Source: an optimization exercise on an open RTL-to-GDS flow (aim: small area). Production flows keep margins and buffers that such runs may drop.
At most, simulation tests tie the RTL to the original design; equivalence was not proved.
Power is estimated from default activity; no workload was simulated.

== north ==
Design rgb2gray_uhd_4ppc, start of the top module:
module rgb2gray_uhd_4ppc
(
    input [95:0] VIDEO_IN_tdata,
    input VIDEO_IN_tlast,
    output VIDEO_IN_tready,
    input VIDEO_IN_tuser,
    input VIDEO_IN_tvalid,
    input s_axis_video_aclk,
    output [31:0] VIDEO_OUT_tdata,
    output VIDEO_OUT_tlast,
    input VIDEO_OUT_tready,
    output VIDEO_OUT_tuser,
    output VIDEO_OUT_tvalid
);
wire [31:0] hx, hy;
wire [3:0] c8;
wire [31:0] gray;
reg [31:0] x1, y1;
reg [3:0] c1;
reg [2:0] s1;
reg [34:0] r2, r3, r4, r5, r6, r7;
genvar k;
generate
    for (k = 0; k < 4; k = k + 1)
    begin : px
        wire [7:0] a = VIDEO_IN_tdata[24*k+16+:8];
        wire [7:0] b = VIDEO_IN_tdata[24*k+8+:8];
        wire [7:0] c = VIDEO_IN_tdata[24*k+:8];
        wire hs1;
        wire hc2;
        wire fs3;
        wire fc4;
        wire fs5;
        wire fc6;
        wire hs7;
        wire hc8;
        wire fs9;
        wire fc10;
        wire fs11;
        wire fc12;
        wire hs13;
        wire hc14;
        wire fs15;
        wire fc16;
        wire fs17;
        wire fc18;
        wire fs19;
        wire fc20;
        wire fs21;
        wire fc22;
        wire fs23;
        wire fc24;
        wire fs25;
        wire fc26;
        wire fs27;
        wire fc28;
        wire fs29;
        wire fc30;
        wire hs31;
        wire hc32;
        wire fs33;
        wire fc34;
        wire fs35;
        wire fc36;
        wire fs37;
        wire fc38;
        wire fs39;
        wire fc40;
        wire fs41;
        wire fc42;
        wire fs43;
        wire fc44;
        wire fs45;
        wire fc46;
        wire fs47;
        wire fc48;
  ...
Size: about 630 cells after synthesis, roughly 270 flip-flops, ~140 I/O pins, ~12000 um2 of cells after synthesis.
Settings: LEC_CHECK=0, CAP_MARGIN=20, CORE_MARGIN=2, CORE_UTILIZATION=40, CTS_BUF_LIST=sky130_fd_sc_hd__clkbuf_16, CTS_CLUSTER_DIAMETER=80, CTS_CLUSTER_SIZE=25, GPL_TIMING_DRIVEN=0, SLEW_MARGIN=20, SYNTH_HIERARCHICAL=1; clock period 4.0 ns.
standard.sh (not shown) runs the stock make flow with config.mk's settings and CLKGATE_MAP_FILE= SYNTH_SCRIPT=/design/flow/synth_recipe.tcl, a recipe that flattens the netlist after the stock synthesis.
==> flow/flow/run.sh <==
#!/bin/bash
# Standard layout, with plain buf_1 cells as the port buffers and a clock tree
# without dummy loads.
set -euo pipefail
export BUFFER_PORTS_ARGS="-buffer_cell sky130_fd_sc_hd__buf_1"
export CTS_ARGS="-sink_clustering_enable -repair_clock_nets -sink_clustering_size 25 -sink_clustering_max_diameter 80 -buf_list sky130_fd_sc_hd__clkbuf_16 -dont_use_dummy_load"
bash standard.sh > standard.log 2>&1
[inputs] south vs north
--- a/flow/design.v
+++ b/flow/design.v
@@ -389,22 +389,22 @@
             rg_fa u144 (.a(fc98), .b(fs119), .c(fc118), .s(fs143), .co(fc144));
             rg_fa u146 (.a(a[7]), .b(c[6]), .c(fc120), .s(fs145), .co(fc146));
         wire [8:0] lc;
         assign lc[0] = 1'b0;
         assign lc[1] = (a[0] & b[0]) | (lc[0] & (a[0] | b[0]));
         rg_maj m1 (.a(c[0]), .b(hs121), .c(lc[1]), .y(lc[2]));
         rg_maj m2 (.a(hc122), .b(fs123), .c(lc[2]), .y(lc[3]));
         rg_maj m3 (.a(fc124), .b(fs125), .c(lc[3]), .y(lc[4]));
         rg_maj m4 (.a(fc126), .b(fs127), .c(lc[4]), .y(lc[5]));
         rg_maj m5 (.a(fc128), .b(fs129), .c(lc[5]), .y(lc[6]));
-        rg_maj m6 (.a(fc130), .b(fs131), .c(lc[6]), .y(lc[7]));
-        rg_maj m7 (.a(fc132), .b(fs133), .c(lc[7]), .y(lc[8]));
+        assign lc[7] = (fc130 & fs131) | (lc[6] & (fc130 | fs131));
+        assign lc[8] = (fc132 & fs133) | (lc[7] & (fc132 | fs133));
         assign c8[k] = lc[8];
         assign hx[8*k+:8] = {1'b0, c[7], fs145, fs143, fc140, fc138, fc136, fc134};
         assign hy[8*k+:8] = {1'b0, fc146, fc144, fc142, fs141, fs139, fs137, fs135};
         wire [8:0] rc;
         assign rc[0] = c1[k];
         rg_fa f2_0 (.a(x1[8*k+0]), .b(y1[8*k+0]), .c(rc[0]), .s(gray[8*k+0]), .co(rc[1]));
         rg_fa f2_1 (.a(x1[8*k+1]), .b(y1[8*k+1]), .c(rc[1]), .s(gray[8*k+1]), .co(rc[2]));
         rg_fa f2_2 (.a(x1[8*k+2]), .b(y1[8*k+2]), .c(rc[2]), .s(gray[8*k+2]), .co(rc[3]));
         rg_fa f2_3 (.a(x1[8*k+3]), .b(y1[8*k+3]), .c(rc[3]), .s(gray[8*k+3]), .co(rc[4]));
         rg_fa f2_4 (.a(x1[8*k+4]), .b(y1[8*k+4]), .c(rc[4]), .s(gray[8*k+4]), .co(rc[5]));
Notes after the runs:
~same simple-gate share of the synthesized area in south and north. [compare] base=north new=south: design internal power now sits higher; critical path depth now sits lower; final area now sits at about the same level; count of input and output buffers now sits at about the same level. south | stages: all done | timing, DRC, antenna: all pass. STATUS minimum setup slack in the final design: south wins against north. north → south: total clock buffers created by CTS climbed 1; synthesized cell count climbed 8; routed wire length climbed 200 um; met2 track utilization from global routing barely changed; number of distinct library cells after synthesis climbed 4. south vs north: first-pass GRT wire length up in south. Going from north to south, total power grows by about 1%.
Only the layout flow was run in north; the RTL was not checked for function there.


rgb2gray_uhd_4ppc, a different RTL version from the one above (not shown whole).
Size: about 270 flip-flops, about 0.012 mm2 of cells after synthesis.
// rgb2gray_uhd_4ppc
module rgb2gray_uhd_4ppc
(
    input [95:0] VIDEO_IN_tdata,
    input VIDEO_IN_tlast,
    output VIDEO_IN_tready,
    input VIDEO_IN_tuser,
    input VIDEO_IN_tvalid,
    input s_axis_video_aclk,
    output [31:0] VIDEO_OUT_tdata,
    output VIDEO_OUT_tlast,
    input VIDEO_OUT_tready,
    output VIDEO_OUT_tuser,
    output VIDEO_OUT_tvalid
);
wire [31:0] hx, hy;
wire [3:0] c8;
wire [31:0] gray;
reg [31:0] x1, y1;
reg [3:0] c1;
reg [2:0] s1;
reg [34:0] r2, r3, r4, r5, r6, r7;
genvar k;
generate
    for (k = 0; k < 4; k = k + 1)
    begin : px
        wire [7:0] a = VIDEO_IN_tdata[24*k+16+:8];
        wire [7:0] b = VIDEO_IN_tdata[24*k+8+:8];
        wire [7:0] c = VIDEO_IN_tdata[24*k+:8];
        wire hs1;
        wire hc2;
        wire fs3;
        wire fc4;
        wire fs5;
        wire fc6;
        wire hs7;
        wire hc8;
        wire fs9;
        wire fc10;
        wire fs11;
        wire fc12;
        wire hs13;
        wire hc14;
        wire fs15;
        wire fc16;
        wire fs17;
        wire fc18;
        wire fs19;
        wire fc20;
        wire fs21;
        wire fc22;
        wire fs23;
        wire fc24;
        wire fs25;
        wire fc26;
        wire fs27;
        wire fc28;
        wire fs29;
        wire fc30;
        wire hs31;
        wire hc32;
        wire fs33;
        wire fc34;
        wire fs35;
        wire fc36;
        wire fs37;
        wire fc38;
        wire fs39;
        wire fc40;
        wire fs41;
        wire fc42;
        wire fs43;
        wire fc44;
        wire fs45;
        wire fc46;
        wire fs47;
        wire fc48;
        wire fs49;
        wire fc50;
        wire fs51;
        wire fc52;
        wire fs53;
        wire fc54;
        wire fs55;
        wire fc56;
        wire fs57;
        wire fc58;
        wire fs59;
        wire fc60;
        wire fs61;
        wire fc62;
        wire fs63;
        wire fc64;
        wire hs65;
        wire hc66;
        wire fs67;
        wire fc68;
        wire fs69;
        wire fc70;
        wire fs71;
        wire fc72;
        wire fs73;
        wire fc74;
        wire fs75;
        wire fc76;
        wire fs77;
        wire fc78;
        wire fs79;
        wire fc80;
        wire fs81;
        wire fc82;
        wire fs83;
  ...
==> flow/config.mk <==
export PLATFORM = sky130hd
export DESIGN_NAME = rgb2gray_uhd_4ppc
export DESIGN_NICKNAME = rgb2gray_uhd_4ppc
export VERILOG_FILES = /design/flow/design.v
export SDC_FILE = /design/flow/constraint.sdc
export NUM_CORES = 4
export LEC_CHECK = 0
export CAP_MARGIN = 20
export CORE_MARGIN = 2
export CORE_UTILIZATION = 40
export CTS_BUF_LIST = sky130_fd_sc_hd__clkbuf_16
export CTS_CLUSTER_DIAMETER = 80
export CTS_CLUSTER_SIZE = 25
export GPL_TIMING_DRIVEN = 0
export SLEW_MARGIN = 20
export SYNTH_HIERARCHICAL = 1
==> flow/constraint.sdc <==
create_clock -name core_clock -period 4.0 [get_ports {s_axis_video_aclk}]
set_input_delay 0.8000 -clock core_clock [delete_from_list [all_inputs] [get_ports {s_axis_video_aclk}]]
set_output_delay 0.8000 -clock core_clock [all_outputs]
set_load 0.01 [all_outputs]
==> flow/flow/run.sh <==
#!/bin/bash
# Standard layout, with plain buf_1 cells as the port buffers.
set -euo pipefail
export BUFFER_PORTS_ARGS="-buffer_cell sky130_fd_sc_hd__buf_1"
bash standard.sh > standard.log 2>&1
Then changed:
--- a/flow/design.v
+++ b/flow/design.v
@@ -401,25 +401,25 @@
         assign c8[k] = lc[8];
         assign hx[8*k+:8] = {1'b0, c[7], fs145, fs143, fc140, fc138, fc136, fc134};
         assign hy[8*k+:8] = {1'b0, fc146, fc144, fc142, fs141, fs139, fs137, fs135};
         wire [8:0] rc;
         assign rc[0] = c1[k];
         rg_fa f2_0 (.a(x1[8*k+0]), .b(y1[8*k+0]), .c(rc[0]), .s(gray[8*k+0]), .co(rc[1]));
         rg_fa f2_1 (.a(x1[8*k+1]), .b(y1[8*k+1]), .c(rc[1]), .s(gray[8*k+1]), .co(rc[2]));
         rg_fa f2_2 (.a(x1[8*k+2]), .b(y1[8*k+2]), .c(rc[2]), .s(gray[8*k+2]), .co(rc[3]));
         rg_fa f2_3 (.a(x1[8*k+3]), .b(y1[8*k+3]), .c(rc[3]), .s(gray[8*k+3]), .co(rc[4]));
         rg_fa f2_4 (.a(x1[8*k+4]), .b(y1[8*k+4]), .c(rc[4]), .s(gray[8*k+4]), .co(rc[5]));
         rg_fa f2_5 (.a(x1[8*k+5]), .b(y1[8*k+5]), .c(rc[5]), .s(gray[8*k+5]), .co(rc[6]));
         rg_fa f2_6 (.a(x1[8*k+6]), .b(y1[8*k+6]), .c(rc[6]), .s(gray[8*k+6]), .co(rc[7]));
-        rg_fa f2_7 (.a(x1[8*k+7]), .b(y1[8*k+7]), .c(rc[7]), .s(gray[8*k+7]), .co(rc[8]));
+        assign gray[8*k+7] = rc[7];
     end
 endgenerate
 always @(posedge s_axis_video_aclk)
 begin
     x1 <= hx;
     y1 <= hy;
     c1 <= c8;
     s1 <= {VIDEO_IN_tlast, VIDEO_IN_tuser, VIDEO_IN_tvalid};
     r2 <= {s1, gray};
     r3 <= r2;
     r4 <= r3;
     r5 <= r4;
The changed run completed without violations.
Flip-flop and latch count is unchanged.
Clock power falls by 13%.
Hold slack hardly moves.
Area after synthesis drops by 0.69%.
Via count is higher by 0.72%.
Register-to-register slack gets better by 370 ps.
Global-route usage is higher by 0.19 points.
Die area goes down by 0.67%.

-- afterwards: timing with drivers on the ports --
The flow's constraints put no driver on any port. The routed layouts listed below were extracted and timed again, unchanged, in two steps. Step 1, drivers: a clkbuf_16 drives s_axis_video_aclk and a buf_2 each remaining input, both assumed. Step 2, shift: input delay + t, output delay - t, t = (earliest + latest rising clock arrival at the registers) / 2. This alone moves slack from input paths to output paths. Three values: no drivers, after step 1, after step 2; two values: the first two.
run	t, ns	slack for setup (ns)	worst hold slack (ns)	clock arrival spread, ns
north	0.492	0.237 / 0.256 / -0.237	0.295 / 0.295 / 0.295	0.031 / 0.031
south	0.500	0.657 / 0.679 / 0.178	0.292 / 0.292 / 0.292	0.041 / 0.041
the first run of note 2	0.520	0.339 / 0.340 / -0.160	0.323 / 0.323 / 0.323	0.016 / 0.016
the second run of note 2	0.516	0.337 / 0.354 / -0.162	0.323 / 0.323 / 0.323	0.019 / 0.020
With both steps, setup timing fails in north, the first run of note 2 and the second run of note 2, where it was met with ideal ports.
